This design comes from an exercise in tuning for small area on the open sky130 flow, not from production work.
At most, simulation tests tie the RTL to the original design; equivalence was not proved.
For runs 3 and 4, only the layout was checked, not whether the RTL still works.
No activity file was given, so power comes from the tool's default toggle rates.

`flow/config.mk`:
```
export PLATFORM = sky130hd
export DESIGN_NAME = pong_top
export DESIGN_NICKNAME = pong_top
export VERILOG_FILES = /design/flow/design.v
export SDC_FILE = /design/flow/constraint.sdc
export NUM_CORES = 4
export LEC_CHECK = 0
export CAP_MARGIN = 20
export CORE_MARGIN = 2
export CORE_UTILIZATION = 60
export CTS_BUF_LIST = sky130_fd_sc_hd__clkbuf_8
export CTS_CLUSTER_SIZE = 50
export PLACE_DENSITY = 0.8
export SLEW_MARGIN = 20
```
`flow/constraint.sdc`:
```
create_clock -name core_clock -period 10.0 [get_ports {clk}]
set_input_delay 2.0000 -clock core_clock [delete_from_list [all_inputs] [get_ports {clk}]]
set_output_delay 2.0000 -clock core_clock [all_outputs]
set_load 0.01 [all_outputs]
```
`flow/design.v`:
```
module debounce(
    input clk, rst,
    input in,
    output reg out
    );
localparam [12:0] CNT0 = 13'd3184;    
reg [12:0] cnt;
reg        key_reg;
wire low_zero = ~|cnt[11:0];
wire fb       = (cnt[12] ^ cnt[3] ^ cnt[2] ^ cnt[0]) & ~low_zero;
wire at_4999  = cnt[12] & low_zero;
always @(posedge clk, posedge rst) begin
    if (rst) begin
        key_reg <= 1'b0;
        cnt     <= CNT0;
    end else begin
        key_reg <= in;
        if (key_reg != in)
            cnt <= CNT0;
        else
            cnt <= {cnt[11:0], fb};
    end
end
always @(posedge clk, posedge rst) begin
    if (rst)
        out <= 1'b0;
    else if (at_4999)
        out <= in;
end
endmodule
module vga_drive(
    input clk, rst,
    input rgb_data,
    output hsync, vsync,
    output [2:0] vga_rgb,
    output [9:0] hpos,
    output [9:0] vpos,
    output line_end
);
reg [9:0] h;
reg [9:0] v;
reg [9:0] h_inc, v_inc;
reg       hc, vc;
integer   i;
always @* begin
    hc = 1'b1;
    vc = 1'b1;
    for (i = 0; i < 10; i = i + 1) begin
        h_inc[i] = h[i] ^ hc;
        hc       = hc & h[i];
        v_inc[i] = v[i] ^ vc;
        vc       = vc & v[i];
    end
end
assign line_end = hc;    
wire v_wrap = ~v[9] & (&v[8:5]) & v[3] & v[1];
always @(posedge clk, posedge rst) begin
    if (rst)
        h <= 10'd224;
    else
        h <= h_inc | {2'b00, {3{line_end}}, 5'b00000};
end
always @(posedge clk, posedge rst) begin
    if (rst)
        v <= 10'd990;
    else if (line_end)
        v <= v_wrap ? 10'd990 : v_inc;
end
assign hsync = h[9] | (h[8] & (h[7] | h[6]));
assign vsync = ~(&v[9:6] & ~v[5] & (&v[4:1]));
wire disp = (h[9] | (h[8] & (h[7] | (h[6] & h[5] & h[4])))) & ~(&h[9:4]) &
            ~v[9] & (|v[8:0]);
assign vga_rgb = {3{disp & rgb_data}};
assign hpos = h;
assign vpos = v;
endmodule
module pong(
    input clk, rst,
    input [9:0] hpos, vpos,
    input line_end,
    input btn_up, btn_down,
    output reg rgb_data
);
reg [9:0] bx;        
reg [8:0] by;        
reg [8:0] py;        
reg       x_dir, y_dir;
reg [1:0] lines;     
reg [2:0] tick_n;    
wire up, down;
debounce deb_up  (.clk(clk), .rst(rst), .in(btn_up),   .out(up));
debounce deb_down(.clk(clk), .rst(rst), .in(btn_down), .out(down));
function [10:0] sub10;
    input [9:0] a, b;
    integer k;
    reg c;
    begin
        c = 1'b1;
        for (k = 0; k < 10; k = k + 1) begin
            sub10[k] = a[k] ^ ~b[k] ^ c;
            c = (a[k] & ~b[k]) | (a[k] & c) | (~b[k] & c);
        end
        sub10[10] = ~c;
    end
endfunction
function ltc;
    input [9:0] a, c;
    integer k;
    begin
        ltc = 1'b0;
        for (k = 0; k < 10; k = k + 1)
            ltc = c[k] ? (~a[k] | ltc) : (~a[k] & ltc);
    end
endfunction
function [9:0] step10;
    input [9:0] a;
    input dn, en;
    integer k;
    reg t;
    begin
        t = en;
        for (k = 0; k < 10; k = k + 1) begin
            step10[k] = a[k] ^ t;
            t = t & (a[k] ^ dn);
        end
    end
endfunction
reg [9:0] tick_h;
always @* begin
    case (tick_n)
        3'd0: tick_h = 10'd323;
        3'd1: tick_h = 10'd423;
        3'd2: tick_h = 10'd523;
        3'd3: tick_h = 10'd623;
        3'd4: tick_h = 10'd723;
        3'd5: tick_h = 10'd823;
        3'd6: tick_h = 10'd923;
        default: tick_h = 10'd1023;
    endcase
end
wire tick = (&lines) && (hpos == tick_h);
always @(posedge clk, posedge rst) begin
    if (rst) begin
        lines  <= 2'd0;
        tick_n <= 3'd0;
    end else begin
        if (tick) begin
            tick_n <= step10({7'd0, tick_n}, 1'b0, 1'b1);
            lines  <= 2'd0;
        end else if (line_end && !(&lines))
            lines <= {lines[1] | lines[0], ~lines[0] | lines[1]};
    end
end
wire at_left  = (bx == 10'd387);
wire at_right = (bx == 10'd967);
wire [10:0] rel = sub10({1'b0, by}, {1'b0, py});
wire hit = (~rel[9] & ~rel[8] & ~rel[7] & ltc({3'd0, rel[6:0]}, 10'd121)) |
           (rel[9] & (&rel[8:5]) & ~ltc({5'd0, rel[4:0]}, 10'd12));
always @(posedge clk, posedge rst) begin
    if (rst) begin
        x_dir <= 1'b1;
        y_dir <= 1'b1;
    end else begin
        if (hit) begin
            if (at_left)
                x_dir <= 1'b1;
            else if (at_right)
                x_dir <= 1'b0;
        end
        if (~|by)
            y_dir <= 1'b1;
        else if (by[8] & by[7] & by[6] & by[3] & by[2])    
            y_dir <= 1'b0;
    end
end
wire py_top = ~|py;
wire py_bot = py[8] & py[6] & py[5] & py[3];
wire p_up = tick & up & ~down & ~py_top;
wire p_dn = tick & down & ~up & ~py_bot;
always @(posedge clk, posedge rst) begin
    if (rst) begin
        bx <= 10'd687;
        by <= 9'd240;
        py <= 9'd100;
    end else begin
        bx <= step10(bx, ~x_dir, tick);
        by <= step10({1'b0, by}, ~y_dir, tick);
        py <= step10({1'b0, py}, p_up, p_up | p_dn);
    end
end
wire x0 = (hpos == 10'd367);
wire [8:0] y = vpos[8:0] & {9{~x0}};
wire [10:0] dx = sub10(hpos, bx);
wire bx_wrap = ~ltc(bx, 10'd347) & ltc(bx, 10'd367);
wire in_ball_x = ~|dx[9:5] & ltc({5'd0, dx[4:0]}, 10'd20) & ~bx_wrap;
wire [10:0] dy = sub10({1'b0, y}, {1'b0, by});
wire in_ball_y = ~dy[10] & ~|dy[9:5] & ltc({5'd0, dy[4:0]}, 10'd20);
wire [10:0] dp = sub10({1'b0, y}, {1'b0, py});
wire in_pad_y = ~dp[10] & ~|dp[9:7] & ltc({3'd0, dp[6:0]}, 10'd121);
wire in_pad_x = ltc(hpos, 10'd387) | ~ltc(hpos, 10'd987);
always @(posedge clk)
    rgb_data <= (in_ball_x & in_ball_y) | (in_pad_x & in_pad_y);
endmodule
module pong_top(
    input clk, rst,
    input btn_up, btn_down,
    output hsync, vsync,
    output [2:0] vga_rgb
    );
wire       rgb_data_w;
wire [9:0] hpos_w;
wire [9:0] vpos_w;
wire       line_end_w;
vga_drive vga_driver_u(.clk (clk),
                       .rst (rst),
                       .rgb_data (rgb_data_w),
                       .hsync (hsync),
                       .vsync (vsync),
                       .vga_rgb (vga_rgb),
                       .hpos (hpos_w),
                       .vpos (vpos_w),
                       .line_end (line_end_w));
pong pong_u(.clk (clk),
            .rst (rst),
            .hpos (hpos_w),
            .vpos (vpos_w),
            .line_end (line_end_w),
            .btn_up (btn_up),
            .btn_down (btn_down),
            .rgb_data (rgb_data_w));
endmodule
```
`flow/run.sh`:
```
#!/bin/bash
# synth_recipe.tcl (not shown) runs the flow's synth.tcl, then flattens the netlist and writes it again
# the make line also repeats each setting of config.mk as NAME=value (left out here)
make -C /OpenROAD-flow-scripts/flow DESIGN_CONFIG=/design/flow/config.mk WORK_HOME=/design/flow/orfs CLKGATE_MAP_FILE= SYNTH_SCRIPT=/design/flow/synth_recipe.tcl finish
```
==> run notes, run 1 <==
Detailed routing
The via total after detailed routing is ~3600. In this run, the number of DRC markers left after iteration 0 of detailed routing was about 170. The detail route stage leaves a number of antenna-violating nets equal to 0. After detailed routing, the total wire length is 10000 um. In the final routed layout, each cell accounts on average for approximately 16 um. The number of detailed-route iterations in the first pass is 4.

For this run, design rule violations remaining after detail routing come to 0. After detailed routing, the number of vias per cell comes to approximately 5.8.

Die
The initial standard-cell utilization of the core is slightly above 60%. In this run the vertical extent of the chip is between 90 and 100 um. After floorplanning, the core was sized to cover 8640 um^2.

The floorplan step defined a die boundary enclosing ~9600 um^2. The boundary pin count is 9. The die is between 90 and 100 um wide. The number of rows created at floorplan is 34.

Placed design
Detailed placement ended at an HPWL of just over 7000 um. The count of port buffers added during placement is 8. At the end of routability-driven placement, the weighted congestion stood at roughly 0.82.

Yosys
The fraction of synthesis flops using an asynchronous set or reset pin is a little over nine tenths. The sequential fraction of the synthesis area is around two fifths. The count of flip-flops with a built-in enable after synthesis is 0. The count of warnings emitted by yosys is 3. After synthesis the netlist holds a flip-flop and latch count of 86.

The most used flip-flop cell after synthesis is sky130_fd_sc_hd__dfrtp_1. The mean cell area of the mapped netlist is 10.5 um^2. The post-synthesis cell count is about 510. The total nets after synthesis is between 500 and 600. Yosys mapped the design onto 63 distinct sky130hd cell types. Summing every instance area after synthesis gives 5300 um^2.

Run
The max-capacitance violation count is 0.

Global routing
The total overflow reported by the global router is 0. The via count of the first global-routing pass came to about 3800. Entering global routing, the biggest net connects 86 pins.

In the global route stage, overall resource usage came out at a little under a quarter. The first global-routing pass estimated roughly 18000 um of wire. The initial antenna violation count is 0.

Layout
From synthesis to final layout, the design area changed by 6.09%. After the last flow step, the layout net total stands at between 500 and 600. The largest registers in the layout are pong_u.deb_down.cnt x13, pong_u.deb_up.cnt x13. 0 antenna diodes ended up in the layout. Of the cells placed in the final design, the portion with a size suffix greater than 1 is between 10 and 15%.

Fill cells in the final layout number just under 700.

STA
Setup violations remaining at the end of the flow were counted as 0. The final number of hold-violating endpoints is 0. For the final database, setup skew stands at 0.0130 ns. The final critical-path share of the clock period is approximately half. The tightest slew margin relative to the limit is 45.0%.

Hold timing on the final database bottoms out at a slack of 0.445 ns. Summed over all failing endpoints, the final setup total negative slack is 0 ns. Setup repair after global routing left no endpoint under its margin. The actual transition at the worst max-transition pin is ~0.82 ns. The routed design could run at a clock period as short as 5.15 ns. Timing would allow up to slightly below 200 MHz. The number of pins with negative max-slew slack in the final report was 0.

CTS
Buffers added to address setup during post-CTS repair amount to 0. CTS built an H-tree with a depth of 3. Clock tree synthesis found a total of 86 sinks. The clock passes through at most 2 buffers. Gates resized during post-CTS repair numbered 0.

After clock tree synthesis, the clock-pin slew on the worst setup and hold paths is 0.10 ns. Buffers inserted during clock tree synthesis total 9. Clock latency on the worst-skew pair, taken at its later pin, is about 0.37 ns.

The clock root buffer is sky130_fd_sc_hd__clkbuf_8. The number of hold-repair buffers added at the cts stage is 0. TritonCTS built the clock tree.

Critical path
The maximum net fanout on the critical path is 5. The worst setup path is launched from a flop. The endpoint arrival time on the critical path is approximately 5.4 ns. The path type of the worst setup path is reg2reg. STA classifies the critical path endpoint as a flop. STA puts the critical path data required time at just over 10 ns.

Status
The flow ran to the end and the layout has no timing, DRC or antenna violations.

Power
In this run the power density over the cells is 118 nW/um^2. The static leakage is 2.41 nW. IR analysis of the VDD net gives a maximum drop of 119 uV.

Hold path
The worst hold-check path type is reg2reg.
[where the power goes]
part           internal, mW  leakage, nW  total, mW  switching (mW)
sequential            0.367         1.03      0.378          0.0106
clock                0.0987        0.100      0.247           0.148
combinational        0.0173         1.28     0.0368          0.0195
total                 0.483         2.41      0.661           0.178
[layer usage]
layer	routed length, um	GRT usage [%]	vias to the layer above	part of all wire (%)
met2	4970	37.5	64	50
met5	0	0	-	0
li1	-	-	1721	-
met4	223	8.44	0	2.2
met3	326	4.94	14	3.3
met1	4500	30.3	1794	45
[cell usage after synthesis (all sizes together) (2+ instances only)]
| master | instances | area (um^2) |
|---|---|---|
| nor2b | 3 | 18.8 |
| fa | 29 | 581 |
| or2 | 4 | 25.0 |
| mux2 | 3 | 33.8 |
| xor2 | 6 | 52.6 |
| o21ai | 16 | 80.1 |
| o211ai | 4 | 30.0 |
| and2 | 17 | 106 |
| a21oi | 17 | 85.1 |
| clkbuf | 8 | 30.0 |
| nor3 | 12 | 60.1 |
| dfstp | 37 | 972 |
| buf | 10 | 70.1 |
| nand2b | 16 | 100 |
| nand3b | 2 | 15.0 |
| o22a | 6 | 52.6 |
| nand4 | 9 | 56.3 |
| nor4b | 3 | 26.3 |
| nand4b | 2 | 17.5 |
| nand2 | 41 | 156 |
| or3 | 6 | 42.5 |
| nor4 | 12 | 75.1 |
| xnor2 | 49 | 429 |
| dfrtp | 48 | 1200 |
| nor3b | 3 | 22.5 |
| inv | 43 | 161 |
| nor2 | 22 | 85.1 |
| mux2i | 2 | 20.0 |
| a31oi | 2 | 12.5 |
| a211oi | 3 | 22.5 |
| nand3 | 14 | 70.1 |
| or4 | 5 | 42.5 |
| and3 | 7 | 45.1 |
| ha | 25 | 313 |
[placed cells by master, fill, tap and decap left out, drive strengths merged, types with 2 or more instances in the layout]
cell type      synthesis  routed
fa                    29      29
nand2b                16      16
nor4                  12      12
nor2                  22      22
o22a                   6       6
nand3                 14      14
xnor2                 49      49
clkbuf                 8       9
mux2                   3       3
and3                   7       7
dfstp                 37      37
nor3b                  3       3
or4                    5       5
clkinv                 0       2
a211oi                 3       3
nor2b                  3       3
and2                  17      17
ha                    25      25
a31oi                  2       2
or3                    6       6
xor2                   6       6
inv                   43      48
nand4b                 2       2
clkdlybuf4s50          0       8
o211ai                 4       4
nor3                  12      12
mux2i                  2       2
dfrtp                 48      48
nand4                  9       9
nor4b                  3       3
or2                    4       4
a21oi                 17      17
nand2                 41      41
o21ai                 16      16
nand3b                 2       2
[through the flow]
| step | util (%) | worst slack (ns) | power, mW | instances | cell area, um^2 |
|---|---|---|---|---|---|
| CTS | 65.0 | 4.82 | 0.670 | 620 | 5620 |
| global placement | 62.8 | 5.03 | 0.419 | 604 | 5420 |
| floorplan | - | 5.15 | 0.410 | 505 | 5300 |
| finish | 65.1 | 4.85 | 0.661 | 620 | 5620 |
| global route | 65.1 | 4.49 | 0.689 | 620 | 5620 |
| detailed placement | 62.8 | 4.84 | 0.420 | 604 | 5420 |
[final cells by class]
type | instances | area [um^2] | share of cell area, %
clock buffer | 9 | 124 | 2.20
clock inverter | 7 | 71.3 | 1.27
inverter | 43 | 163 | 2.89
multi-input combinational | 358 | 2840 | 50.6
sequential | 86 | 2190 | 39.0
tap | 108 | 135 | 2.40
timing repair buffer | 9 | 91.3 | 1.63
[critical path, cell delays in order (launching register included)]
cell and delay, ns:
sky130_fd_sc_hd__dfrtp_1 0.43, sky130_fd_sc_hd__inv_1 0.13, sky130_fd_sc_hd__ha_1 0.19, sky130_fd_sc_hd__fa_1 0.17, sky130_fd_sc_hd__inv_1 0.05, sky130_fd_sc_hd__fa_1 0.44
sky130_fd_sc_hd__fa_1 0.46, sky130_fd_sc_hd__fa_1 0.48, sky130_fd_sc_hd__fa_1 0.47, sky130_fd_sc_hd__fa_1 0.46, sky130_fd_sc_hd__fa_1 0.46, sky130_fd_sc_hd__fa_1 0.47
sky130_fd_sc_hd__nor4b_1 0.33, sky130_fd_sc_hd__nand2_1 0.09, sky130_fd_sc_hd__a21oi_1 0.19, sky130_fd_sc_hd__nand3_1 0.10, sky130_fd_sc_hd__nand2_1 0.08, sky130_fd_sc_hd__o21ai_0 0.07
[kinds of logic after synthesis]
kind of cell | count (synthesis) | synth area share [%]
mux | 5 | 1.02
buf+inv | 61 | 4.94
xor+xnor | 55 | 9.09
simple gates | 181 | 18.7
flops | 86 | 41.4
fa+ha+maj | 55 | 17.1
compound gates | 62 | 7.77
[path summary, 6_finish.rpt]
path / from / cells past startpoint / to / slack [ns]
worst min register to register: vga_driver_u.h[0]$_DFF_PP0_ / 1 / vga_driver_u.h[0]$_DFF_PP0_ / 0.45
worst max-delay path: pong_u.by[0]$_DFF_PP0_ / 17 / pong_u.x_dir$_DFFE_PP1P_ / 4.85
min in group asynchronous: rst / 3 / pong_u.deb_down.key_reg$_DFF_PP0_ / 2.16
worst max register to register: pong_u.by[0]$_DFF_PP0_ / 17 / pong_u.x_dir$_DFFE_PP1P_ / 4.85
max in group asynchronous: rst / 3 / vga_driver_u.v[5]$_DFFE_PP0P_ / 7.33
worst min-delay path: vga_driver_u.h[0]$_DFF_PP0_ / 1 / vga_driver_u.h[0]$_DFF_PP0_ / 0.45
==> inputs of run 2 (changes only) <==
--- a/flow/config.mk
+++ b/flow/config.mk
@@ -7,8 +7,6 @@
 export LEC_CHECK = 0
 export CAP_MARGIN = 20
 export CORE_MARGIN = 2
-export CORE_UTILIZATION = 60
-export CTS_BUF_LIST = sky130_fd_sc_hd__clkbuf_8
-export CTS_CLUSTER_SIZE = 50
-export PLACE_DENSITY = 0.8
+export CORE_UTILIZATION = 40
+export PLACE_DENSITY = 0.6
 export SLEW_MARGIN = 20
==> run 2 against run 1 <==
Against the previous run:
- still clean
- clock power grew 36%
- flip-flop and latch count is the same
- register-to-register slack lost 0.04 ns
- core utilization shrank 21 points
- combinational power shrank 1%
- final cell count grew 11%
- total power grew 14%
- largest cell class unchanged
- largest power group unchanged
==> run notes, run 2 <==
Placed design
The cell count after placement came to 672 (+11%). The post-detailed-placement cell area came to 5510 um^2 (+1.6%). The count of port buffers added during placement is 8 (unchanged). The total half-perimeter wirelength after legalization and detailed placement is 7090 um (-0.76%).

The pre-CTS setup slack came to 4.83 ns (-0.00546 ns). The global placer's final weighted congestion was 0.809 (-1.5%).

Global routing
The met2 capacity usage during global routing is 24.6% (-13 points). The global-route layer with the greatest usage is met2. The global routing usage on met1 came to 22.1% (-8.3 points). The via count of the first global-routing pass is 3571 (-5.4%).

The global router's overall resource usage came to 16.1% (-6.8 points). The initial antenna violation count is 0 (unchanged). The pin count of the biggest net entering global routing is 86 (unchanged). The global-route wire length before repair is 17900 um (+1.4%). The total overflow reported by the global router was 0 (unchanged). The routing usage on met3 came to 3.54% (-1.4 points).

STA
The number of failing setup endpoints in the final timing report is 0 (unchanged). The final number of hold-violating endpoints came to 0 (unchanged). The setup skew after layout is 0.00605 ns (-0.00698 ns). Setup repair after global routing left no endpoint under its margin. The tightest slew margin relative to the limit is 44.1% (-0.86 points).

The slack of the critical path is 4.81 ns (-0.0398 ns). The actual transition at the worst max-transition pin was 0.838 ns (+0.0188 ns). The setup total negative slack is 0 ns (unchanged). The number of pins with negative max-slew slack in the final report was 0 (unchanged). The tightest hold margin is 0.454 ns (+0.00918 ns).

The final critical delay including setup and external delays is 5.19 ns (+0.0398 ns). The timing-limited maximum frequency is 193 MHz (-0.77%). The final critical-path share of the clock period came to 51.9% (+0.40 points).

Critical path
The maximum net fanout on the critical path came to 10 (+5). In this design, the largest share of critical-path delay is due to adder cells. The buffers plus inverters on the worst setup path is 2 (unchanged). STA classifies the critical path endpoint as a flop. The reg-to-reg startpoint is vga_driver_u.h[5]$_DFF_PP1_. The worst setup path is launched from a flop. The endpoint required time on the critical path is 10.22 ns (-0.07 ns).

Among the stages of the critical path, the cell type that occurs most often is sky130_fd_sc_hd__fa_1. Tracing the worst setup path back leads to its startpoint at vga_driver_u.h[5]$_DFF_PP1_. By startpoint and endpoint, the worst setup path is classified as reg2reg. The endpoint arrival time on the critical path is 5.41 ns (-0.03 ns).

The peak per-stage delay on the critical path came to 0.68 ns (+0.20 ns). For this design, the slowest cell found on the critical path is sky130_fd_sc_hd__or4_1. The signal on the critical path passes through nand4b_1 > or4_1 > nand2_1 > ha_1 > maj3_1 > inv_1 > fa_1 > fa_1 > fa_1 > fa_1 > inv_1 > fa_1 > fa_1 > fa_1 > and4b_1 > o21ai_0 > o21ai_0.

CTS
The number of hold-repair buffers added at the cts stage is 0 (unchanged). The number of sinks on the clock net is 86 (unchanged). The clock insertion delay at the later pin of the skew report is 0.36 ns (about the same). In this run the clock root is driven by a sky130_fd_sc_hd__clkbuf_16. The H-tree depth came to 3 (unchanged). The clock buffer count from CTS is 9 (unchanged). The count of instances resized after the clock tree is built is 0 (unchanged).

The clock tree from TritonCTS is done. The clock transition at the registers of the reported paths is 0.07 ns (-0.03 ns). The count of buffers added by post-CTS timing repair for setup came to 0 (unchanged). The buffer levels on the longest clock path was 2 (unchanged).

Yosys
sky130_fd_sc_hd__xnor2_1 is the most common cell in the netlist. The fraction of synthesis flops using an asynchronous set or reset pin is 98.8% (unchanged). Ranked by total cell area, the synthesized netlist is headed by sky130_fd_sc_hd__dfrtp_1 23%, sky130_fd_sc_hd__dfstp_2 18%, sky130_fd_sc_hd__fa_1 11%.

The sequential fraction of the synthesis area is 41.4% (unchanged). The post-synthesis cell area was 5300 um^2 (unchanged). The total nets after synthesis is 563 (unchanged). The count of flip-flops with a built-in enable after synthesis came to 0 (unchanged). The mean cell area of the mapped netlist is 10.5 um^2 (unchanged). The largest total area in the synthesized netlist belongs to sky130_fd_sc_hd__dfrtp_1.

The most common flop cell mapped by yosys is sky130_fd_sc_hd__dfrtp_1. The count of cell types in the netlist is 63 (unchanged). By count the netlist is led by 49 x sky130_fd_sc_hd__xnor2_1, 48 x sky130_fd_sc_hd__dfrtp_1, 43 x sky130_fd_sc_hd__inv_1.

The count of warnings emitted by yosys is 3 (unchanged). The post-synthesis register bit count came to 86 (unchanged). The top cell type's share of synthesized area is 22.7% (unchanged). The post-synthesis cell count came to 505 (unchanged).

Die
The die height came to 119 um (+22%). The initial standard-cell utilization of the core is 40.5% (-21 points). The area of the core region is 13100 um^2 (+52%).

The number of rows created at floorplan came to 42 (+24%). The area of the die was 14200 um^2 (+48%). The horizontal extent of the die is 119 um (+22%). The boundary pin count is 9 (unchanged).

Layout
Leaving out fill and tap cells, the most frequent cell in the layout is sky130_fd_sc_hd__xnor2_1. The core occupancy in the finished layout is 44.4% (-21 points). The fraction of final layout cells sized beyond drive strength 1 is 13.5% (unchanged).

In the layout the commonest cells are 49 x sky130_fd_sc_hd__xnor2_1, 48 x sky130_fd_sc_hd__dfrtp_1, 42 x sky130_fd_sc_hd__inv_1. The final-layout fill cell count is 1212 (+79%). The final cell count without fillers was 688 (+11%). The total number of nets in the final design is 565 (unchanged). The largest registers in the layout are pong_u.deb_down.cnt x13, pong_u.deb_up.cnt x13. The antenna diode count is 0 (unchanged).

The final instance area was 5810 um^2 (+3.4%). Compared with the post-synthesis result, the final layout area differs by 9.71%.

Power
The total power of the final layout came to 0.751 mW (+14%). The maximum resistive drop on vdd was 133 uV (+12%). The power density normalized to cell area was 129 nW/um^2 (+9.8%).

The static leakage is 2.46 nW (+2.0%).

Detailed routing
The per-cell via count in the routed design is 5.10 (-12%). The wire length after detailed routing came to 10000 um (about the same). The DRC marker count from the first detailed-route iteration is 300 (+81%). The number of detailed-route iterations in the first pass is 4 (unchanged). The via total after detailed routing is 3507 (-2.4%). The post-detailed-route wirelength per cell is 14.6 um (-9.8%).

The count of nets left with antenna violations after detail routing was 0 (unchanged). The count of unresolved DRC violations after routing is 0 (unchanged).

Status
The run finished with no timing, DRC or antenna violations.

Hold path
The startpoint of the worst hold path is vga_driver_u.h[0]$_DFF_PP0_. The tightest min-delay check is of the reg2reg type.

Run
The max-capacitance violation count is 0 (unchanged).
## run 2: changes by cell type in the layout (fill, tap and decap cells not counted)
cell | before | now
sky130_fd_sc_hd__inv_6 | 5 | 1
sky130_fd_sc_hd__clkbuf_8 | 9 | 0
sky130_fd_sc_hd__inv_8 | 1 | 3
sky130_fd_sc_hd__clkbuf_16 | 0 | 9
sky130_fd_sc_hd__clkinv_4 | 0 | 2
## run 2: logic make-up (layout without fill, tap and decap cells)
family / Yosys count / count (layout) / synth area share, %
XOR/XNOR: 55 / 55 / 9.09
multiplexers: 5 / 5 / 1.02
buffers and inverters: 61 / 68 / 4.94
adder cells (fa/ha/maj): 55 / 55 / 17.1
AO/OA/AOI/OAI: 62 / 62 / 7.77
AND/OR/NAND/NOR: 181 / 181 / 18.7
flip-flops: 86 / 86 / 41.4
## run 2: report_power, final
part	leakage (nW)	total [mW]	internal [mW]	switching (mW)
combinational	1.28	0.0364	0.0173	0.0192
sequential	1.03	0.377	0.367	0.0101
clock	0.149	0.337	0.177	0.160
total	2.46	0.751	0.562	0.189
## run 2: cell type report
cell class / count / area [um^2] / share of cell area, %
sequential: 86 / 2190 / 37.7
multi-input combinational: 358 / 2840 / 48.9
tap: 176 / 220 / 3.79
timing repair buffer: 9 / 91.3 / 1.57
clock inverter: 7 / 76.3 / 1.31
clock buffer: 9 / 225 / 3.88
inverter: 43 / 163 / 2.80
## run 2: routing by layer
| layer | wire length [um] | part of all wire, % | vias up |
|---|---|---|---|
| met5 | 0 | 0 | - |
| met4 | 199 | 2.0 | 0 |
| met3 | 301 | 3.0 | 14 |
| met2 | 4630 | 46 | 47 |
| met1 | 4900 | 49 | 1728 |
| li1 | - | - | 1718 |
## run 2: worst reg2reg max path: cells and delay by family, from the launching register on
family                   cells  cell delay (ns)
adder cells (fa/ha/maj)      9             2.98
AND/OR/NAND/NOR              4             1.15
flip-flops                   1             0.63
AO/OA/AOI/OAI                2             0.17
buffers and inverters        2             0.14
## run 2: path summary, 6_finish.rpt
check / end / slack [ns] / cells past startpoint
setup / recovery: pong_u.rgb_data$_DFF_P_ / 4.81 / 17
setup reg to reg: pong_u.rgb_data$_DFF_P_ / 4.81 / 17
hold / removal: vga_driver_u.h[0]$_DFF_PP0_ / 0.45 / 1
max in group asynchronous: vga_driver_u.v[0]$_DFFE_PP0P_ / 7.31 / 3
hold reg to reg: vga_driver_u.h[0]$_DFF_PP0_ / 0.45 / 1
min in group asynchronous: pong_u.deb_up.cnt[8]$_DFF_PP0_ / 2.18 / 3
==> inputs of run 3 (changes only) <==
--- a/flow/design.v
+++ b/flow/design.v
@@ -4,21 +4,23 @@
     output reg out
     );
 localparam [12:0] CNT0 = 13'd3184;    
-reg [12:0] cnt;
+localparam [12:0] INV  = 13'b0101010101010;
+reg [12:0] cnt_q;
 reg        key_reg;
+wire [12:0] cnt = cnt_q ^ INV;
 wire low_zero = ~|cnt[11:0];
 wire fb       = (cnt[12] ^ cnt[3] ^ cnt[2] ^ cnt[0]) & ~low_zero;
 wire at_4999  = cnt[12] & low_zero;
 always @(posedge clk, posedge rst) begin
     if (rst) begin
         key_reg <= 1'b0;
-        cnt     <= CNT0;
+        cnt_q   <= CNT0 ^ INV;
     end else begin
         key_reg <= in;
         if (key_reg != in)
-            cnt <= CNT0;
+            cnt_q <= CNT0 ^ INV;
         else
-            cnt <= {cnt[11:0], fb};
+            cnt_q <= {cnt[11:0], fb} ^ INV;
     end
 end
 always @(posedge clk, posedge rst) begin
@@ -138,7 +140,7 @@
         default: tick_h = 10'd1023;
     endcase
 end
-wire tick = (&lines) && (hpos == tick_h);
+wire tick = (&lines) && (&(hpos | ~tick_h));
 always @(posedge clk, posedge rst) begin
     if (rst) begin
         lines  <= 2'd0;
@@ -189,14 +191,13 @@
     end
 end
 wire x0 = (hpos == 10'd367);
-wire [8:0] y = vpos[8:0] & {9{~x0}};
 wire [10:0] dx = sub10(hpos, bx);
 wire bx_wrap = ~ltc(bx, 10'd347) & ltc(bx, 10'd367);
 wire in_ball_x = ~|dx[9:5] & ltc({5'd0, dx[4:0]}, 10'd20) & ~bx_wrap;
-wire [10:0] dy = sub10({1'b0, y}, {1'b0, by});
-wire in_ball_y = ~dy[10] & ~|dy[9:5] & ltc({5'd0, dy[4:0]}, 10'd20);
-wire [10:0] dp = sub10({1'b0, y}, {1'b0, py});
-wire in_pad_y = ~dp[10] & ~|dp[9:7] & ltc({3'd0, dp[6:0]}, 10'd121);
+wire [10:0] dy = sub10({1'b0, vpos[8:0]}, {1'b0, by});
+wire in_ball_y = x0 ? ~|by : (~dy[10] & ~|dy[9:5] & ltc({5'd0, dy[4:0]}, 10'd20));
+wire [10:0] dp = sub10({1'b0, vpos[8:0]}, {1'b0, py});
+wire in_pad_y = x0 ? py_top : (~dp[10] & ~|dp[9:7] & ltc({3'd0, dp[6:0]}, 10'd121));
 wire in_pad_x = ltc(hpos, 10'd387) | ~ltc(hpos, 10'd987);
 always @(posedge clk)
     rgb_data <= (in_ball_x & in_ball_y) | (in_pad_x & in_pad_y);
--- a/flow/config.mk
+++ b/flow/config.mk
@@ -7,6 +7,8 @@
 export LEC_CHECK = 0
 export CAP_MARGIN = 20
 export CORE_MARGIN = 2
-export CORE_UTILIZATION = 40
-export PLACE_DENSITY = 0.6
+export CORE_UTILIZATION = 60
+export CTS_BUF_LIST = sky130_fd_sc_hd__clkbuf_8
+export CTS_CLUSTER_SIZE = 50
+export PLACE_DENSITY = 0.8
 export SLEW_MARGIN = 20
==> run 3 against run 2 <==
Against the previous run:
- still clean on timing, DRC and antenna
- die area shrank 33%
- global-route usage rose by 6.7 points
- count of clock-buffer cells in the layout is the same
- combinational power about the same
- largest power group unchanged
==> run notes, run 3 <==
Global routing
The total overflow reported by the global router is 0 (unchanged). The routing usage on met3 is 4.22% (+0.68 points). The global routing usage on met1 came to 32.8% (+11 points).

The pin count of the biggest net entering global routing was 86 (unchanged). The initial antenna violation count is 0 (unchanged). met2 is the most crowded layer. The met2 capacity usage during global routing is 35.0% (+10 points). The global router's overall resource usage is 22.8% (+6.7 points).

The via count of the first global-routing pass came to 3703 (+3.7%). The global-route wire length before repair was 17700 um (-1.5%).

Detailed routing
The count of nets left with antenna violations after detail routing is 0 (unchanged). The number of detailed-route iterations in the first pass is 4 (unchanged). The count of unresolved DRC violations after routing came to 0 (unchanged). The post-detailed-route wirelength per cell is 16.1 um (+10%). The per-cell via count in the routed design is 5.89 (+16%). The via total after detailed routing was 3654 (+4.2%). The DRC marker count from the first detailed-route iteration is 180 (-40%). The wire length after detailed routing came to 9960 um (-0.71%).

Yosys
The sequential fraction of the synthesis area is 41.6% (+0.22 points). The count of flip-flops with a built-in enable after synthesis is 0 (unchanged). The top cell type's share of synthesized area came to 20.8% (-1.8 points). The count of warnings emitted by yosys is 3 (unchanged).

The fraction of synthesis flops using an asynchronous set or reset pin is 98.8% (unchanged). The post-synthesis register bit count is 86 (unchanged). Yosys attributes the largest share of cell area to sky130_fd_sc_hd__dfrtp_1 21%, sky130_fd_sc_hd__dfstp_2 20%, sky130_fd_sc_hd__fa_1 11%.

The mean cell area of the mapped netlist is 10.6 um^2 (+0.69%). The post-synthesis cell area is 5280 um^2 (-0.31%). The count of cell types in the netlist came to 56 (-11%). After synthesis, the most frequently instantiated cells are 49 x sky130_fd_sc_hd__inv_1, 44 x sky130_fd_sc_hd__dfrtp_1, 41 x sky130_fd_sc_hd__dfstp_2.

The post-synthesis cell count is 500 (-0.99%). The most common flop cell mapped by yosys is sky130_fd_sc_hd__dfrtp_1. The total nets after synthesis is 559 (-0.71%). The dominant cell by count in the synthesized netlist is sky130_fd_sc_hd__inv_1. The cell type contributing the most total cell area after synthesis is sky130_fd_sc_hd__dfrtp_1.

Power
The power density normalized to cell area is 116 nW/um^2 (-10%). The maximum resistive drop on vdd is 91.8 uV (-31%). The static leakage is 2.43 nW (-1.3%).

Placed design
The count of port buffers added during placement is 8 (unchanged). The global placer's final weighted congestion is 0.829 (+2.4%). The total half-perimeter wirelength after legalization and detailed placement is 7350 um (+3.7%).

Status
The run finished with no timing, DRC or antenna violations.

Layout
The final-layout fill cell count was 701 (-42%). The total number of nets in the final design is 566 (+0.18%). The library cells used most frequently in the layout, excluding fill and tap cells, are 48 x sky130_fd_sc_hd__inv_1, 44 x sky130_fd_sc_hd__dfrtp_1, 41 x sky130_fd_sc_hd__dfstp_2. Leaving out fill and tap cells, the most frequent cell in the layout is sky130_fd_sc_hd__inv_1. The fraction of final layout cells sized beyond drive strength 1 came to 15.2% (+1.8 points). The area growth from synthesis to layout is 6.61%. The largest registers in the layout are pong_u.deb_down.cnt_q x13, pong_u.deb_up.cnt_q x13. The core occupancy in the finished layout was 65.2% (+21 points). The antenna diode count is 0 (unchanged).

Critical path
The worst setup path is launched from a flop. The endpoint arrival time on the critical path was 5.64 ns (+0.23 ns). The reg-to-reg startpoint is pong_u.py[0]$_DFF_PP0_. The maximum net fanout on the critical path is 9 (-1). The peak per-stage delay on the critical path was 0.57 ns (-0.11 ns). By instance count, the cell type seen most on the critical path is sky130_fd_sc_hd__fa_1. The worst reg2reg path endpoint is pong_u.x_dir$_DFFE_PP1P_. The highest-delay cell along the critical path is sky130_fd_sc_hd__fa_1. The cell class contributing the biggest share of worst-path delay is adder cells.

The logic depth of the worst register-to-register path was 16 (-1). The setup slack of the worst register-to-register path was 4.66 ns (-0.15 ns). The buffers plus inverters on the worst setup path is 1 (-1). The critical path goes through ha_1 > fa_1 > inv_1 > fa_1 > fa_1 > fa_1 > fa_1 > fa_1 > fa_1 > fa_1 > nand3b_1 > nor3_1 > a31oi_1 > nor4_1 > nand3_1 > o2bb2ai_1. The path type of the worst setup path is reg2reg.

STA classifies the critical path endpoint as a flop. The endpoint required time on the critical path came to 10.30 ns (+0.08 ns).

STA
The final critical-path share of the clock period is 53.4% (+1.5 points). The final number of hold-violating endpoints is 0 (unchanged). The actual transition at the worst max-transition pin is 0.807 ns (-0.0312 ns). The number of failing setup endpoints in the final timing report was 0 (unchanged). The number of pins with negative max-slew slack in the final report was 0 (unchanged). The tightest slew margin relative to the limit is 45.7% (+1.6 points).

The final critical delay including setup and external delays was 5.34 ns (+0.148 ns). Setup repair after global routing left no endpoint under its margin. The timing-limited maximum frequency was 187 MHz (-2.8%). The setup skew after layout is 0.0104 ns (+0.00438 ns). The setup total negative slack is 0 ns (unchanged).

Hold path
In this run the worst hold path is classified as reg2reg. The path with the worst hold slack has its endpoint at pong_u.deb_up.cnt_q[9]$_DFF_PP1_. The worst hold path cell count is 1 (unchanged). The startpoint identified for the worst hold timing path is pong_u.deb_up.cnt_q[8]$_DFF_PP0_.

CTS
The cell sitting at the root of the clock tree is a sky130_fd_sc_hd__clkbuf_8. The clock tree from TritonCTS is done. The number of hold-repair buffers added at the cts stage is 0 (unchanged). The H-tree depth is 3 (unchanged). The clock insertion delay at the later pin of the skew report is 0.37 ns (about the same).

The clock transition at the registers of the reported paths is 0.09 ns (+0.02 ns). The count of buffers added by post-CTS timing repair for setup is 0 (unchanged). The count of instances resized after the clock tree is built was 0 (unchanged). The number of sinks on the clock net is 86 (unchanged). The buffer levels on the longest clock path is 2 (unchanged). The clock buffer count from CTS is 9 (unchanged).

Die
The number of rows created at floorplan is 34 (-19%). The area of the die is 9570 um^2 (-33%). The initial standard-cell utilization of the core was 61.2% (+21 points). The area of the core region is 8640 um^2 (-34%). The die height came to 97.8 um (-18%).

The boundary pin count came to 9 (unchanged). The horizontal extent of the die is 97.8 um (-18%).

Run
The max-capacitance violation count came to 0 (unchanged).
run 3: cell types whose count changed in the layout (fill, tap and decap cells not counted), moves of 13 or more:
cell and delta:
sky130_fd_sc_hd__xor2_1 +20, sky130_fd_sc_hd__xnor2_1 -28, sky130_fd_sc_hd__and2_1 -15, sky130_fd_sc_hd__nor2_1 +19, sky130_fd_sc_hd__nand2b_1 -13
run 3: per-layer routing:
layer / vias to the layer above / wire length (um)
li1: 1738 / -
met1: 1809 / 4620
met2: 89 / 4770
met3: 18 / 369
met4: 0 / 191
met5: - / 0
run 3: cell families (layout without fill, tap and decap cells):
kind of cell | after synthesis | count (layout) | synth area share, %
xor+xnor | 47 | 47 | 7.79
compound gates | 63 | 63 | 8.53
flops | 86 | 86 | 41.6
fa+ha+maj | 56 | 56 | 17.5
buf+inv | 62 | 74 | 4.71
mux | 8 | 8 | 1.59
simple gates | 178 | 178 | 18.3
run 3: layout make-up:
type | instances | area [um^2] | area share (%)
Multi-Input combinational cell | 352 | 2830 | 50.3
Sequential cell | 86 | 2200 | 39.0
Inverter | 49 | 185 | 3.29
Tap cell | 108 | 135 | 2.40
Clock buffer | 9 | 124 | 2.20
Timing Repair Buffer | 9 | 91.3 | 1.62
Clock inverter | 7 | 62.6 | 1.11
run 3: worst max-delay path by stage:
| stage | start | endpoint | depth (start not counted) |
|---|---|---|---|
| CTS | pong_u.py[0]$_DFF_PP0_ | pong_u.x_dir$_DFFE_PP1P_ | 16 |
| global placement | pong_u.py[0]$_DFF_PP0_ | pong_u.x_dir$_DFFE_PP1P_ | 16 |
| floorplan | pong_u.by[0]$_DFF_PP0_ | pong_u.x_dir$_DFFE_PP1P_ | 17 |
| finish | pong_u.py[0]$_DFF_PP0_ | pong_u.x_dir$_DFFE_PP1P_ | 16 |
| global route | pong_u.py[0]$_DFF_PP0_ | pong_u.x_dir$_DFFE_PP1P_ | 16 |
| detailed placement | pong_u.py[0]$_DFF_PP0_ | pong_u.x_dir$_DFFE_PP1P_ | 16 |
run 3: power by group:
part,total (mW),internal (mW),switching (mW)
clock network,0.236,0.0969,0.139
logic,0.0366,0.0162,0.0204
registers,0.380,0.369,0.0110
run 3: metrics by stage:
stage / cells / hold WS (ns) / worst slack, ns / area [um^2] / total power [mW]
floorplan: 500 / 0.364 / 4.94 / 5280 / 0.412
global placement: 604 / 0.381 / 4.81 / 5440 / 0.421
detailed placement: 604 / 0.397 / 4.67 / 5440 / 0.423
CTS: 620 / 0.410 / 4.64 / 5630 / 0.661
global route: 620 / 0.428 / 4.30 / 5630 / 0.682
finish: 620 / 0.402 / 4.66 / 5630 / 0.652
==> inputs of run 4 (changes only) <==
==> flow/flow/run.sh (new file) <==
#!/bin/bash
# Layout: the standard flow, with a smaller clock tree (no dummy loads)
# and single-strength port buffers. Each tool's output goes to flow.log.
set -euo pipefail
export CTS_ARGS="-sink_clustering_enable -repair_clock_nets -dont_use_dummy_load -buf_list sky130_fd_sc_hd__clkbuf_8 -sink_clustering_size 30 -sink_clustering_max_diameter 100"
export BUFFER_PORTS_ARGS="-buffer_cell sky130_fd_sc_hd__buf_1"
bash standard.sh > flow.log 2>&1
==> flow/standard.sh (new file) <==
#!/bin/bash
# synth_recipe.tcl (not shown) runs the flow's synth.tcl, then flattens the netlist and writes it again
# the make line also repeats each setting of config.mk as NAME=value (left out here)
make -C /OpenROAD-flow-scripts/flow DESIGN_CONFIG=/design/flow/config.mk WORK_HOME=/design/flow/orfs CLKGATE_MAP_FILE= SYNTH_SCRIPT=/design/flow/synth_recipe.tcl "${@:-finish}"
--- a/flow/config.mk
+++ b/flow/config.mk
@@ -8,7 +8,5 @@
 export CAP_MARGIN = 20
 export CORE_MARGIN = 2
 export CORE_UTILIZATION = 60
-export CTS_BUF_LIST = sky130_fd_sc_hd__clkbuf_8
-export CTS_CLUSTER_SIZE = 50
 export PLACE_DENSITY = 0.8
 export SLEW_MARGIN = 20
removed: flow/run.sh
==> run 4 against run 3 <==
Against the previous run:
- non-clock buffer count is the same
- register-to-register slack is essentially flat
- first-iteration DRC count grew 17%
- critical path type unchanged
- largest power group unchanged
==> run notes, run 4 <==
STA
The slack of the critical path is 4.66 ns (-0.00269 ns). The setup total negative slack is 0 ns (unchanged). The tightest slew margin relative to the limit came to 44.2% (-1.6 points). The final number of hold-violating endpoints was 0 (unchanged).

The timing-limited maximum frequency came to 187 MHz (about the same). The tightest hold margin is 0.391 ns (-0.0103 ns). The final critical-path share of the clock period came to 53.4% (about the same). The actual transition at the worst max-transition pin is 0.830 ns (+0.0231 ns). The number of pins with negative max-slew slack in the final report is 0 (unchanged). The setup skew after layout is 0.0212 ns (+0.0108 ns). Setup repair after global routing left no endpoint under its margin. The number of failing setup endpoints in the final timing report came to 0 (unchanged). The final critical delay including setup and external delays is 5.34 ns (+0.00269 ns).

Die
The die height is 97.8 um (unchanged). The initial standard-cell utilization of the core is 61.2% (unchanged). The area of the core region is 8640 um^2 (unchanged). The number of rows created at floorplan is 34 (unchanged). The area of the die is 9570 um^2 (unchanged). The boundary pin count came to 9 (unchanged). The horizontal extent of the die is 97.8 um (unchanged).

Global routing
The via count of the first global-routing pass is 3596 (-2.9%). The total overflow reported by the global router is 0 (unchanged). The global router's overall resource usage came to 22.6% (-0.29 points). The global-route wire length before repair is 17300 um (-2.1%). The pin count of the biggest net entering global routing is 86 (unchanged). The initial antenna violation count is 0 (unchanged).

Critical path
The endpoint arrival time on the critical path is 5.63 ns (about the same). The sort of element at the end of the critical path is a flop. The logic depth of the worst register-to-register path was 16 (unchanged). The path type of the worst setup path is reg2reg. The endpoint required time on the critical path is 10.28 ns (-0.02 ns). The critical path ends at pong_u.x_dir$_DFFE_PP1P_. The setup slack of the worst register-to-register path is 4.66 ns (about the same). The worst setup path is launched from a flop. The maximum net fanout on the critical path is 9 (unchanged). The worst register-to-register path ends at pong_u.x_dir$_DFFE_PP1P_.

The startpoint of the most critical setup path is pong_u.py[0]$_DFF_PP0_. In this run the critical register-to-register path is launched from pong_u.py[0]$_DFF_PP0_.

Power
The net switching fraction of the power is 23.2% (-3.0 points). The total power of the final layout came to 0.605 mW (-7.2%). The static leakage was 2.37 nW (-2.2%). The power density normalized to cell area is 110 nW/um^2 (-5.3%). The net switching power is 0.140 mW (-18%). The power share of the clock group is 31.4% (-4.8 points). The relative contribution of sequential cells to total power is 62.7% (+4.5 points). The maximum resistive drop on vdd was 93.9 uV (+2.4%). The fraction of power consumed by combinational cells is 5.9% (+0.3 points).

The internal power was 0.465 mW (-3.5%).

CTS
The clock root buffer is sky130_fd_sc_hd__clkbuf_8. The clock buffer count from CTS was 9 (unchanged). The H-tree depth is 3 (unchanged). The clock transition at the registers of the reported paths came to 0.08 ns (about the same). TritonCTS built the clock tree. The number of hold-repair buffers added at the cts stage is 0 (unchanged). The count of buffers added by post-CTS timing repair for setup came to 0 (unchanged). The number of sinks on the clock net is 86 (unchanged). The clock insertion delay at the later pin of the skew report is 0.35 ns (-0.02 ns).

The count of instances resized after the clock tree is built is 0 (unchanged). The buffer levels on the longest clock path was 2 (unchanged).

Yosys
The count of warnings emitted by yosys was 3 (unchanged). The fraction of synthesis flops using an asynchronous set or reset pin is 98.8% (unchanged). The post-synthesis cell area is 5280 um^2 (unchanged). The post-synthesis register bit count is 86 (unchanged). The most common flop cell mapped by yosys is sky130_fd_sc_hd__dfrtp_1.

The total nets after synthesis is 559 (unchanged). The top cell type's share of synthesized area came to 20.8% (unchanged). The post-synthesis cell count is 500 (unchanged). The sequential fraction of the synthesis area was 41.6% (unchanged). The count of flip-flops with a built-in enable after synthesis is 0 (unchanged). After synthesis, the cell types taking the most area are sky130_fd_sc_hd__dfrtp_1 21%, sky130_fd_sc_hd__dfstp_2 20%, sky130_fd_sc_hd__fa_1 11%. The count of cell types in the netlist is 56 (unchanged). The most common cell in the synthesized netlist is sky130_fd_sc_hd__inv_1. The largest total area in the synthesized netlist belongs to sky130_fd_sc_hd__dfrtp_1. The mean cell area of the mapped netlist is 10.6 um^2 (unchanged). Ranked by instance count, the synthesized netlist is headed by 49 x sky130_fd_sc_hd__inv_1, 44 x sky130_fd_sc_hd__dfrtp_1, 41 x sky130_fd_sc_hd__dfstp_2.

Detailed routing
The post-detailed-route wirelength per cell is 16.5 um (+2.5%). The via total after detailed routing is 3638 (-0.44%). The number of detailed-route iterations in the first pass is 5 (+1). The wire length after detailed routing is 10100 um (+1.3%). The DRC marker count from the first detailed-route iteration came to 211 (+17%). The count of nets left with antenna violations after detail routing is 0 (unchanged). The count of unresolved DRC violations after routing is 0 (unchanged). The per-cell via count in the routed design is 5.93 (+0.70%).

Placed design
The pre-CTS setup slack is 4.60 ns (-0.0696 ns). The global placer's final weighted congestion is 0.834 (+0.60%). The count of port buffers added during placement was 8 (unchanged). The total half-perimeter wirelength after legalization and detailed placement is 7510 um (+2.1%).

The post-detailed-placement cell area is 5390 um^2 (-0.92%).

Layout
The antenna diode count was 0 (unchanged). The largest registers in the layout are pong_u.deb_down.cnt_q x13, pong_u.deb_up.cnt_q x13. The library cell used most frequently in the layout, excluding fill and tap cells, is sky130_fd_sc_hd__inv_1.

The total number of nets in the final design is 566 (unchanged). From synthesis to final layout, the design area changed by 4.48%. The final instance area is 5520 um^2 (-2.0%). The fraction of final layout cells sized beyond drive strength 1 came to 14.1% (-1.2 points).

In the layout the commonest cells are 48 x sky130_fd_sc_hd__inv_1, 44 x sky130_fd_sc_hd__dfrtp_1, 41 x sky130_fd_sc_hd__dfstp_2.

Status
The flow ran to the end and the layout has no timing, DRC or antenna violations.

Hold path
The worst hold path belongs to the class reg2reg. The startpoint identified for the worst hold timing path is pong_u.deb_up.cnt_q[5]$_DFF_PP0_.

Run
The max-capacitance violation count is 0 (unchanged).
## run 4: cell types whose count changed in the layout (fill, tap and decap cells not counted)
cell,before,now
sky130_fd_sc_hd__buf_1,0,8
sky130_fd_sc_hd__clkdlybuf4s50_1,8,0
sky130_fd_sc_hd__inv_6,4,0
sky130_fd_sc_hd__inv_8,2,0
sky130_fd_sc_hd__clkinv_2,2,1
## run 4: how the worst min path moves through the flow
stage | slack (ns) | to | cells after the start
2_1_floorplan | 0.36 | pong_u.deb_down.cnt_q[9]$_DFF_PP1_ | 1
3_3_place_gp | 0.38 | pong_u.deb_up.cnt_q[6]$_DFF_PP1_ | 1
3_5_place_dp | 0.38 | pong_u.deb_up.cnt_q[6]$_DFF_PP1_ | 1
4_1_cts | 0.39 | pong_u.deb_up.cnt_q[6]$_DFF_PP1_ | 1
5_1_grt | 0.42 | pong_u.deb_up.cnt_q[6]$_DFF_PP1_ | 1
6_report | 0.39 | pong_u.deb_up.cnt_q[6]$_DFF_PP1_ | 1
## run 4: metrics by stage
step | cells | utilization (%)
after CTS | 613 | 63.9
after global placement | 604 | 62.4
after global routing | 613 | 63.9
after floorplan | 500 | -
after detailed placement | 604 | 62.4
final | 613 | 63.9
## run 4: worst max-delay path, cell delays in order, from the launching register on
cell                        delay (ns)
sky130_fd_sc_hd__dfrtp_1          0.53
sky130_fd_sc_hd__ha_1             0.24
sky130_fd_sc_hd__fa_1             0.17
sky130_fd_sc_hd__inv_1            0.05
sky130_fd_sc_hd__fa_1             0.46
sky130_fd_sc_hd__fa_1             0.46
sky130_fd_sc_hd__fa_1             0.46
sky130_fd_sc_hd__fa_1             0.46
sky130_fd_sc_hd__fa_1             0.46
sky130_fd_sc_hd__fa_1             0.45
sky130_fd_sc_hd__fa_1             0.57
sky130_fd_sc_hd__nand3b_1         0.09
sky130_fd_sc_hd__nor3_1           0.18
sky130_fd_sc_hd__a31oi_1          0.08
sky130_fd_sc_hd__nor4_1           0.35
sky130_fd_sc_hd__nand3_1          0.13
sky130_fd_sc_hd__o2bb2ai_1        0.14
## run 4: power by group through the flow
stage	clock, mW	sequential, mW	combinational, mW
after floorplan	0	0.383	0.0292
after global placement	0	0.385	0.0349
after detailed placement	0	0.386	0.0362
after CTS	0.194	0.380	0.0363
after global routing	0.208	0.382	0.0415
final	0.190	0.380	0.0355
## run 4: layout make-up
type | instances | area [um^2]
Clock buffer | 9 | 124
Fill cell | 676 | 3120
Inverter | 49 | 185
Multi-Input combinational cell | 352 | 2830
Sequential cell | 86 | 2200
Tap cell | 108 | 135
Timing Repair Buffer | 9 | 41.3
## run 4: per-layer routing
metal / up-vias / GRT usage (%) / part of all wire [%]
met3: 22 / 4.37 / 4.1
met5: - / 0 / 0
li1: 1729 / - / -
met2: 91 / 35.4 / 48
met4: 0 / 8.12 / 2.2
met1: 1796 / 31.7 / 46
## run 4: logic make-up after synthesis
group,synth area share [%]
AND/OR/NAND/NOR,18.3
flip-flops,41.6
AO/OA/AOI/OAI,8.53
buffers and inverters,4.71
adder cells (fa/ha/maj),17.5
XOR/XNOR,7.79
multiplexers,1.59
==> inputs of run 5 (changes only) <==
--- a/flow/design.v
+++ b/flow/design.v
@@ -83,8 +83,8 @@
     input btn_up, btn_down,
     output reg rgb_data
 );
-reg [9:0] bx;        
-reg [8:0] by;        
+reg [9:0] nbx;       
+reg [8:0] nby;       
 reg [8:0] py;        
 reg       x_dir, y_dir;
 reg [1:0] lines;     
@@ -103,6 +103,19 @@
             c = (a[k] & ~b[k]) | (a[k] & c) | (~b[k] & c);
         end
         sub10[10] = ~c;
+    end
+endfunction
+function [10:0] add10c;
+    input [9:0] a, b;
+    integer k;
+    reg c;
+    begin
+        c = 1'b1;
+        for (k = 0; k < 10; k = k + 1) begin
+            add10c[k] = a[k] ^ b[k] ^ c;
+            c = (a[k] & b[k]) | (a[k] & c) | (b[k] & c);
+        end
+        add10c[10] = c;
     end
 endfunction
 function ltc;
@@ -153,54 +166,57 @@
             lines <= {lines[1] | lines[0], ~lines[0] | lines[1]};
     end
 end
-wire at_left  = (bx == 10'd387);
-wire at_right = (bx == 10'd967);
-wire [10:0] rel = sub10({1'b0, by}, {1'b0, py});
-wire hit = (~rel[9] & ~rel[8] & ~rel[7] & ltc({3'd0, rel[6:0]}, 10'd121)) |
-           (rel[9] & (&rel[8:5]) & ~ltc({5'd0, rel[4:0]}, 10'd12));
+wire x0 = (hpos == 10'd367);
+wire by_zero = &nby;
+wire py_top  = ~|py;
+wire py_bot  = py[8] & py[6] & py[5] & py[3];           
+wire by_bot  = ~nby[8] & ~nby[7] & ~nby[6] & ~nby[3] & ~nby[2];    
+wire [10:0] dx = add10c(hpos, nbx);                     
+wire bx_wrap = ~ltc(nbx, 10'd657) & ltc(nbx, 10'd677);
+wire in_ball_x = ~|dx[9:5] & ltc({5'd0, dx[4:0]}, 10'd20) & ~bx_wrap;
+wire [8:0] y_op = x0 ? py : vpos[8:0];
+wire [10:0] dy = add10c({1'b0, y_op}, {1'b1, nby});     
+wire dy_lo = ~|dy[9:5];
+wire in_ball_y = x0 ? by_zero : (dy[10] & dy_lo & ltc({5'd0, dy[4:0]}, 10'd20));
+wire hit = (dy[10] & dy_lo & ltc({5'd0, dy[4:0]}, 10'd21)) |
+           (~dy[10] & (&dy[9:7]) & ~ltc({3'd0, dy[6:0]}, 10'd8));
+wire [10:0] dp = add10c({1'b0, vpos[8:0]}, {1'b1, ~py});    
+wire in_pad_y = x0 ? py_top : (dp[10] & ~|dp[9:7] & ltc({3'd0, dp[6:0]}, 10'd121));
+wire in_pad_x = ltc(hpos, 10'd387) | ~ltc(hpos, 10'd987);
+always @(posedge clk)
+    rgb_data <= (in_ball_x & in_ball_y) | (in_pad_x & in_pad_y);
+wire at_left  = (nbx == 10'd636);
+wire at_right = (nbx == 10'd56);
 always @(posedge clk, posedge rst) begin
     if (rst) begin
         x_dir <= 1'b1;
         y_dir <= 1'b1;
     end else begin
-        if (hit) begin
+        if (x0 & hit) begin
             if (at_left)
                 x_dir <= 1'b1;
             else if (at_right)
                 x_dir <= 1'b0;
         end
-        if (~|by)
+        if (by_zero)
             y_dir <= 1'b1;
-        else if (by[8] & by[7] & by[6] & by[3] & by[2])    
+        else if (by_bot)
             y_dir <= 1'b0;
     end
 end
-wire py_top = ~|py;
-wire py_bot = py[8] & py[6] & py[5] & py[3];
 wire p_up = tick & up & ~down & ~py_top;
 wire p_dn = tick & down & ~up & ~py_bot;
 always @(posedge clk, posedge rst) begin
     if (rst) begin
-        bx <= 10'd687;
-        by <= 9'd240;
-        py <= 9'd100;
-    end else begin
-        bx <= step10(bx, ~x_dir, tick);
-        by <= step10({1'b0, by}, ~y_dir, tick);
-        py <= step10({1'b0, py}, p_up, p_up | p_dn);
-    end
-end
-wire x0 = (hpos == 10'd367);
-wire [10:0] dx = sub10(hpos, bx);
-wire bx_wrap = ~ltc(bx, 10'd347) & ltc(bx, 10'd367);
-wire in_ball_x = ~|dx[9:5] & ltc({5'd0, dx[4:0]}, 10'd20) & ~bx_wrap;
-wire [10:0] dy = sub10({1'b0, vpos[8:0]}, {1'b0, by});
-wire in_ball_y = x0 ? ~|by : (~dy[10] & ~|dy[9:5] & ltc({5'd0, dy[4:0]}, 10'd20));
-wire [10:0] dp = sub10({1'b0, vpos[8:0]}, {1'b0, py});
-wire in_pad_y = x0 ? py_top : (~dp[10] & ~|dp[9:7] & ltc({3'd0, dp[6:0]}, 10'd121));
-wire in_pad_x = ltc(hpos, 10'd387) | ~ltc(hpos, 10'd987);
-always @(posedge clk)
-    rgb_data <= (in_ball_x & in_ball_y) | (in_pad_x & in_pad_y);
+        nbx <= ~10'd687;
+        nby <= ~9'd240;
+        py  <= 9'd100;
+    end else begin
+        nbx <= step10(nbx, x_dir, tick);
+        nby <= step10({1'b0, nby}, y_dir, tick);
+        py  <= step10({1'b0, py}, p_up, p_up | p_dn);
+    end
+end
 endmodule
 module pong_top(
     input clk, rst,
==> run 5 against run 4 <==
Against the previous run:
- final cell count fell by 0.49%
- global-route usage up 0.51 points
- worst hold slack worse by 0.0085 ns
- routed wire length fell by 4.0%
- via count is 2.0% lower
- critical endpoint unchanged
==> run notes, run 5 <==
Status
The flow ran to the end and the layout has no timing, DRC or antenna violations.

Yosys
The count of warnings emitted by yosys is 3 (unchanged). The post-synthesis register bit count is 86 (unchanged). The total nets after synthesis was 554 (-0.89%).

The count of cell types in the netlist is 60 (+7.1%). By instance count, the leading cell after synthesis is sky130_fd_sc_hd__nand2_1. Ranked by instance count, the synthesized netlist is headed by 56 x sky130_fd_sc_hd__nand2_1, 47 x sky130_fd_sc_hd__dfrtp_1, 43 x sky130_fd_sc_hd__inv_1.

The most common flop cell mapped by yosys is sky130_fd_sc_hd__dfrtp_1. After synthesis, the cell types taking the most area are sky130_fd_sc_hd__dfrtp_1 23%, sky130_fd_sc_hd__dfstp_2 20%, sky130_fd_sc_hd__fa_1 9.0%. The post-synthesis cell area is 5120 um^2 (-3.1%). The sequential fraction of the synthesis area is 42.9% (+1.2 points). The count of flip-flops with a built-in enable after synthesis came to 0 (unchanged). The fraction of synthesis flops using an asynchronous set or reset pin is 98.8% (unchanged). The post-synthesis cell count was 502 (+0.40%). The mean cell area of the mapped netlist was 10.2 um^2 (-3.4%).

The top cell type's share of synthesized area is 23.0% (+2.1 points). The cell type contributing the most total cell area after synthesis is sky130_fd_sc_hd__dfrtp_1.

Die
The number of rows created at floorplan is 33 (-2.9%). The initial standard-cell utilization of the core came to 62.0% (+0.84 points). The boundary pin count is 9 (unchanged).

The area of the core region is 8260 um^2 (-4.4%). The area of the die is 9290 um^2 (-2.9%). The horizontal extent of the die is 96.4 um (-1.5%). The die height is 96.4 um (-1.5%).

Placed design
The global placer's final weighted congestion is 0.867 (+4.0%). The pre-CTS setup slack came to 3.80 ns (-0.794 ns). The count of port buffers added during placement is 8 (unchanged). The post-detailed-placement cell area is 5220 um^2 (-3.2%).

The total half-perimeter wirelength after legalization and detailed placement is 7050 um (-6.1%).

Critical path
STA classifies the critical path endpoint as a flop. By instance count, the cell type seen most on the critical path is sky130_fd_sc_hd__fa_1. The endpoint arrival time on the critical path is 6.47 ns (+0.84 ns). The worst setup path is of the reg2reg kind. The slowest stage of the critical path is the sky130_fd_sc_hd__nor4_4 cell.

The endpoint required time on the critical path was 10.25 ns (-0.03 ns). STA classifies the critical path startpoint as a flop. The peak per-stage delay on the critical path is 0.74 ns (+0.17 ns).

The maximum net fanout on the critical path was 18 (+9). The signal on the critical path passes through or3b_1 > nor4_4 > mux2i_1 > ha_1 > inv_1 > fa_1 > inv_1 > fa_1 > inv_1 > fa_1 > inv_1 > fa_1 > fa_1 > inv_1 > fa_1 > fa_1 > fa_1 > nor4b_1 > nand2_1 > a21oi_1 > o2111ai_1 > mux2i_1 > nand2_1.

CTS
The number of sinks on the clock net is 86 (unchanged). The number of hold-repair buffers added at the cts stage is 0 (unchanged). In this run the clock root is driven by a sky130_fd_sc_hd__clkbuf_8. The H-tree depth is 3 (unchanged).

The buffer levels on the longest clock path is 2 (unchanged). The clock tree from TritonCTS is done. The clock buffer count from CTS is 9 (unchanged). The count of buffers added by post-CTS timing repair for setup is 0 (unchanged).

The clock transition at the registers of the reported paths was 0.08 ns (about the same). The count of instances resized after the clock tree is built is 0 (unchanged). The clock insertion delay at the later pin of the skew report is 0.34 ns (about the same).

Detailed routing
The count of nets left with antenna violations after detail routing is 0 (unchanged). The wire length after detailed routing is 9690 um (-4.0%). The per-cell via count in the routed design is 5.84 (-1.6%). The post-detailed-route wirelength per cell is 15.9 um (-3.5%).

The via total after detailed routing is 3564 (-2.0%). The DRC marker count from the first detailed-route iteration is 245 (+16%). The number of detailed-route iterations in the first pass is 4 (-1). The count of unresolved DRC violations after routing is 0 (unchanged).

Global routing
The global router's overall resource usage is 23.1% (+0.51 points). The total overflow reported by the global router is 0 (unchanged). The initial antenna violation count came to 0 (unchanged). The via count of the first global-routing pass is 3479 (-3.3%). The global-route wire length before repair came to 16300 um (-6.1%). The pin count of the biggest net entering global routing came to 86 (unchanged).

Layout
The final instance area is 5340 um^2 (-3.2%). The most common cell after layout, fill and taps aside is sky130_fd_sc_hd__nand2_1. The area added between synthesis and finish came to 4.37% (about the same). The top cell types in the final layout, fill and taps aside, are 56 x sky130_fd_sc_hd__nand2_1, 47 x sky130_fd_sc_hd__dfrtp_1, 42 x sky130_fd_sc_hd__inv_1. The antenna diode count came to 0 (unchanged). The total number of nets in the final design is 559 (-1.2%). The fraction of final layout cells sized beyond drive strength 1 came to 11.9% (-2.2 points). The largest registers in the layout are pong_u.deb_down.cnt_q x13, pong_u.deb_up.cnt_q x13.

STA
The number of pins with negative max-slew slack in the final report is 0 (unchanged). The tightest hold margin is 0.383 ns (-0.00854 ns). The final number of hold-violating endpoints is 0 (unchanged). The actual transition at the worst max-transition pin came to 1.01 ns (+0.176 ns). The final critical-path share of the clock period is 62.2% (+8.8 points). The final critical delay including setup and external delays was 6.22 ns (+0.878 ns). The tightest slew margin relative to the limit came to 32.6% (-12 points). The timing-limited maximum frequency was 161 MHz (-14%). The slack of the critical path came to 3.78 ns (-0.878 ns).

The setup total negative slack came to 0 ns (unchanged). The setup skew after layout came to 0.0176 ns (-0.00361 ns). Setup repair after global routing left no endpoint under its margin. The number of failing setup endpoints in the final timing report came to 0 (unchanged).

Power
The power density normalized to cell area is 112 nW/um^2 (+2.4%). The static leakage is 2.36 nW (-0.43%). The maximum resistive drop on vdd was 101 uV (+7.5%). The total power of the final layout is 0.600 mW (-0.83%).

Hold path
The path class of the tightest hold or removal check is reg2reg.

Run
The max-capacitance violation count was 0 (unchanged).
-- run 5: path summary, 6_finish.rpt --
check                                                        start                                 end  slack [ns]  depth (start not counted)
max in group asynchronous                                      rst         vga_driver_u.h[9]$_DFF_PP0_        7.65                          3
min in group asynchronous                                      rst    pong_u.deb_up.cnt_q[8]$_DFF_PP0_        1.84                          3
worst max-delay path                   vga_driver_u.h[4]$_DFF_PP0_            pong_u.x_dir$_DFFE_PP1P_        3.78                         23
worst max register to register         vga_driver_u.h[4]$_DFF_PP0_            pong_u.x_dir$_DFFE_PP1P_        3.78                         23
worst min-delay path            pong_u.deb_down.cnt_q[5]$_DFF_PP0_  pong_u.deb_down.cnt_q[6]$_DFF_PP1_        0.38                          1
worst min register to register  pong_u.deb_down.cnt_q[5]$_DFF_PP0_  pong_u.deb_down.cnt_q[6]$_DFF_PP1_        0.38                          1
-- run 5: worst max-delay path: cells and delay by family (launching register included) --
family	cells	cell delay, ns
fa+ha+maj	9	2.81
simple gates	5	1.77
flops	1	0.49
buf+inv	5	0.32
compound gates	2	0.28
mux	2	0.45
-- run 5: per-stage QoR --
stage,cells,utilization (%)
global placement,601,63.2
detailed placement,601,63.2
floorplan,502,-
global route,610,64.7
finish,610,64.7
CTS,610,64.7
-- run 5: area by class of cell --
| type | instances | area, um^2 |
|---|---|---|
| well taps | 105 | 131 |
| fillers | 676 | 2910 |
| clock buffers | 9 | 124 |
| flip-flops and latches | 86 | 2190 |
| repair buffers | 9 | 41.3 |
| multi-input cells | 358 | 2690 |
| inverters | 43 | 163 |
-- run 5: per-layer routing --
| metal | GRT usage (%) | up-vias | wire [um] |
|---|---|---|---|
| met1 | 32.1 | 1769 | 4550 |
| met5 | 0 | - | 0 |
| met4 | 6.69 | 0 | 138 |
| li1 | - | 1715 | - |
| met3 | 4.11 | 14 | 306 |
| met2 | 37.6 | 66 | 4690 |
-- run 5: cell families after synthesis --
logic type / Yosys count / share of synthesized area (%)
fa+ha+maj: 48 / 15.1
mux: 11 / 2.25
flops: 86 / 42.9
xor+xnor: 46 / 7.87
buf+inv: 58 / 4.59
compound gates: 73 / 9.02
simple gates: 180 / 18.3
-- run 5: power breakdown --
| part | switching [mW] | internal [mW] |
|---|---|---|
| registers | 0.0110 | 0.369 |
| clock network | 0.105 | 0.0807 |
| logic | 0.0202 | 0.0145 |
| total | 0.136 | 0.464 |

-- afterwards: timing with drivers on the ports --
The results above use ideal ports. As a check the final layouts listed here were re-extracted and re-timed, cells and wires unchanged. Step 1 sets driving cells, clkbuf_16 on the clock port and buf_2 on the other inputs (assumed; they add their load-dependent delay and slew). Step 2 adds t to the input delays and takes it off the output delays; t is the mean of the earliest and latest rising clock arrival at the registers after step 1. Input paths then give back, and output paths get back, about the clock's delay inside the block. Three values: no drivers, after step 1, after step 2; two values: the first two.
| run | t, ns | setup slack, ns | worst slew at a driven data input, ns | cell pins on the clock port's net |
|---|---|---|---|---|
| run 1 | 0.398 | 4.848 / 4.848 / 4.848 | 0.03 | 1 |
| run 2 | 0.391 | 4.808 / 4.808 / 4.808 | 0.03 | 1 |
| run 3 | 0.393 | 4.660 / 4.660 / 4.660 | 0.03 | 1 |
| run 4 | 0.374 | 4.657 / 4.657 / 4.657 | 0.03 | 1 |
| run 5 | 0.359 | 3.779 / 3.779 / 3.779 | 0.03 | 1 |
After both steps every run listed still meets setup and hold.
